Context: an optimization exercise on an open-source flow, tuned for small area. The choices shown serve that exercise and are no tape-out recipe. At most, simulation tests tie the RTL to the original design; equivalence was not proved.

run A:
==> flow/design.v (excerpt) <==
module syntropy_core (
    input wire clk,
    input wire rst_n,
    input wire [15:0] voltage_drift,
    input wire [15:0] packet_loss,
    input wire [15:0] temp_variance,
    input wire [15:0] phase_jitter,
    input wire [15:0] threshold,
    input wire enable_learning,
    input wire mesh_broadcast_en,
    output wire stable,
    output reg [15:0] flux_value,
    output reg [15:0] correction_vector,
    output reg [15:0] optimized_params,
    output wire learning_active,
    output wire mesh_broadcast_req,
    input wire [15:0] mesh_flux_in,
    input wire [15:0] mesh_correction_in,
    input wire mesh_valid_in,
    output reg [15:0] mesh_flux_out,
    output reg [15:0] mesh_correction_out,
    output wire mesh_valid_out,
    output wire [7:0] iteration_count,
    output wire [3:0] state,
    output wire error_flag
);
clock: 13.0 ns
lec_check: 0
cap_margin: 20
core_margin: 2
core_utilization: 40
cts_buf_list: sky130_fd_sc_hd__clkbuf_8
gpl_timing_driven: 1
setup_slack_margin: -0.2
slew_margin: 20
synth_hierarchical: 1
standard.sh (not shown) runs the stock make flow with config.mk's settings and CLKGATE_MAP_FILE= SYNTH_SCRIPT=/design/flow/synth_recipe.tcl, a recipe that flattens the netlist after the stock synthesis.
==> flow/flow/run.sh <==
#!/bin/bash
set -euo pipefail
bash standard.sh synth > synth.log 2>&1
bash standard.sh \
  'BUFFER_PORTS_ARGS=-buffer_cell sky130_fd_sc_hd__buf_1' \
  'CTS_ARGS=-sink_clustering_enable -repair_clock_nets -buf_list sky130_fd_sc_hd__clkbuf_8 -dont_use_dummy_load' \
  finish > layout.log 2>&1
Here is what was changed in the inputs of run B compared with run A.
Settings: swapping 1 for 0 in GPL_TIMING_DRIVEN; clearing SETUP_SLACK_MARGIN, which used to be -0.2.
Findings:
- Run B ran to completion and came out clean on the timing, DRC and antenna checks.
- Run B reports a higher data required time of the worst path than run A does.
- The data arrival time of the critical path of run B is lower than that of run A.
Inputs modified between run B and run C:
Settings: SETUP_SLACK_MARGIN newly set to -0.1.
## What came out
Summary of run C over run B: share of cell area taken by muxes after synthesis shows no meaningful change, via count shows a reduction of about 0.9%, critical path depth shows a reduction of 1, shortest clock period the worst path allows after layout shows an increase of 0.15 ns, post-detailed-routing wire length shows a reduction of 440 µm.
The inputs of run D differ from those of run C as listed below.
Settings: SETUP_SLACK_MARGIN now -0.2, was -0.1.
==> comparison <==
Diff run C -> run D: depth of the CTS H-tree did not really move; vertical die dimension barely changed.
No run of this note included a check of the RTL's function; only the layout flow was run.

========
Another version of the RTL of syntropy_core (not shown whole).
For scale: ~810 cells after synthesis, about 9800 um2 of cells after synthesis.
clock: 13.0 ns
lec_check: 0
cap_margin: 20
core_margin: 2
core_utilization: 40
cts_buf_list: sky130_fd_sc_hd__clkbuf_8
gpl_timing_driven: 0
setup_slack_margin: -0.1
slew_margin: 20
synth_hierarchical: 1
==> flow/flow/run.sh <==
#!/bin/bash
set -euo pipefail
bash standard.sh synth > synth.log 2>&1
bash standard.sh \
  'BUFFER_PORTS_ARGS=-buffer_cell sky130_fd_sc_hd__buf_1' \
  'CTS_ARGS=-sink_clustering_enable -sink_clustering_size 30 -sink_clustering_max_diameter 150 -repair_clock_nets -buf_list sky130_fd_sc_hd__clkbuf_8 -dont_use_dummy_load' \
  finish > layout.log 2>&1
The baseline passed the timing, DRC and antenna checks.
Rerun with:
==> flow/flow/run.sh (replaced) <==
#!/bin/bash
set -euo pipefail
bash standard.sh synth > synth.log 2>&1
bash standard.sh 'BUFFER_PORTS_ARGS=-buffer_cell sky130_fd_sc_hd__buf_1' finish > layout.log 2>&1
--- a/flow/config.mk
+++ b/flow/config.mk
@@ -11,5 +11,4 @@
 export CTS_BUF_LIST = sky130_fd_sc_hd__clkbuf_8
 export GPL_TIMING_DRIVEN = 0
-export SETUP_SLACK_MARGIN = -0.1
 export SLEW_MARGIN = 20
 export SYNTH_HIERARCHICAL = 1
=> Maximum frequency went up slightly; worst setup slack gains 0.11 ns; design area came out higher slightly; cell count is higher slightly; synthesized area stays the same; non-clock buffer count grows by 1; clock skew shrinks by 0.020 ns; clock-buffer cell count climbs by 1.
Rerun with:
==> flow/flow/run.sh (replaced) <==
#!/bin/bash
set -euo pipefail
bash standard.sh synth > synth.log 2>&1
bash standard.sh \
  'BUFFER_PORTS_ARGS=-buffer_cell sky130_fd_sc_hd__buf_1' \
  'CTS_ARGS=-sink_clustering_enable -repair_clock_nets -buf_list sky130_fd_sc_hd__clkbuf_8 -dont_use_dummy_load' \
  finish > layout.log 2>&1
--- a/flow/config.mk
+++ b/flow/config.mk
@@ -11,4 +11,5 @@
 export CTS_BUF_LIST = sky130_fd_sc_hd__clkbuf_8
 export GPL_TIMING_DRIVEN = 0
+export SETUP_SLACK_MARGIN = -0.1
 export SLEW_MARGIN = 20
 export SYNTH_HIERARCHICAL = 1
Result: The changed run completed with no timing, DRC or antenna violations. Die area is unchanged.
Rerun with:
--- a/flow/flow/run.sh
+++ b/flow/flow/run.sh
@@ -5,3 +5,4 @@
   'BUFFER_PORTS_ARGS=-buffer_cell sky130_fd_sc_hd__buf_1' \
   'CTS_ARGS=-sink_clustering_enable -repair_clock_nets -buf_list sky130_fd_sc_hd__clkbuf_8 -dont_use_dummy_load' \
+  'RECOVER_POWER=50' \
   finish > layout.log 2>&1
--- a/flow/config.mk
+++ b/flow/config.mk
@@ -11,5 +11,4 @@
 export CTS_BUF_LIST = sky130_fd_sc_hd__clkbuf_8
 export GPL_TIMING_DRIVEN = 0
-export SETUP_SLACK_MARGIN = -0.1
 export SLEW_MARGIN = 20
 export SYNTH_HIERARCHICAL = 1
What happened:
- This time the run finished but fails on max-capacitance violations, max-slew violations
- wire length is lower slightly
- final area is lower slightly
- worst setup slack is better by 0.064 ns
- area after synthesis stays the same
- fmax is higher slightly
- core utilization is lower by 0.23 points
Rerun with:
==> flow/flow/run.sh (replaced) <==
#!/bin/bash
set -euo pipefail
bash standard.sh synth > synth.log 2>&1
bash standard.sh \
  'BUFFER_PORTS_ARGS=-buffer_cell sky130_fd_sc_hd__buf_1' \
  'CTS_ARGS=-sink_clustering_enable -repair_clock_nets -buf_list sky130_fd_sc_hd__clkbuf_8 -dont_use_dummy_load' \
  finish > layout.log 2>&1
--- a/flow/config.mk
+++ b/flow/config.mk
@@ -8,5 +8,5 @@
 export CAP_MARGIN = 20
 export CORE_MARGIN = 2
-export CORE_UTILIZATION = 40
+export CORE_UTILIZATION = 55
 export CTS_BUF_LIST = sky130_fd_sc_hd__clkbuf_8
 export GPL_TIMING_DRIVEN = 0
Result: This time the run went through all stages and came out clean; first-iteration DRC count goes up by 24%; wire length went down by about 1%; critical path depth stays the same.
Rerun with:
--- a/flow/config.mk
+++ b/flow/config.mk
@@ -8,7 +8,8 @@
 export CAP_MARGIN = 20
 export CORE_MARGIN = 2
-export CORE_UTILIZATION = 55
+export CORE_UTILIZATION = 45
 export CTS_BUF_LIST = sky130_fd_sc_hd__clkbuf_8
 export GPL_TIMING_DRIVEN = 0
+export SETUP_SLACK_MARGIN = -0.2
 export SLEW_MARGIN = 20
 export SYNTH_HIERARCHICAL = 1
=> Count of clock-buffer cells in the layout is unchanged. Synthesized area does not change. Fmax decreases by 0.80%. Die area increases by 22%. Cell count increases by 4.3%. Cell area decreases by 0.37%. Wire length increases by 3.5%. Utilization decreases by 12 points.

## what the ideal ports hide
The flow's constraints put no driver on any port. The routed layouts listed below were extracted and timed again, unchanged, in two steps.
Step 1 (the two cells are an assumption about what drives the block):
set clk [get_ports {clk}]
set_driving_cell -lib_cell sky130_fd_sc_hd__clkbuf_16 $clk
set_driving_cell -lib_cell sky130_fd_sc_hd__buf_2 [delete_from_list [all_inputs] $clk]
Step 2 adds t to the input delays and takes it off the output delays; t is the mean of the earliest and latest rising clock arrival at the registers after step 1. Input paths then give back, and output paths get back, about the clock's delay inside the block.
a / b / c = no drivers / after step 1 / after step 2; a / b = the first two.
run	t, ns	setup slack, ns	worst register clock-pin slew, ns
run A	0.468	0.238 / 0.238 / 0.238	0.09 / 0.09
run B	0.479	0.389 / 0.389 / 0.389	0.09 / 0.09
run C	0.476	0.243 / 0.243 / 0.243	0.09 / 0.09
run D	0.479	0.235 / 0.235 / 0.235	0.08 / 0.08
the first run of note 2	0.479	0.256 / 0.256 / 0.256	0.10 / 0.10
the second run of note 2	0.492	0.369 / 0.369 / 0.369	0.10 / 0.10
the third run of note 2	0.479	0.256 / 0.256 / 0.256	0.10 / 0.10
the fourth run of note 2	0.476	0.320 / 0.320 / 0.320	0.10 / 0.10
the fifth run of note 2	0.479	0.292 / 0.292 / 0.292	0.08 / 0.08
the sixth run of note 2	0.467	0.189 / 0.189 / 0.189	0.09 / 0.09
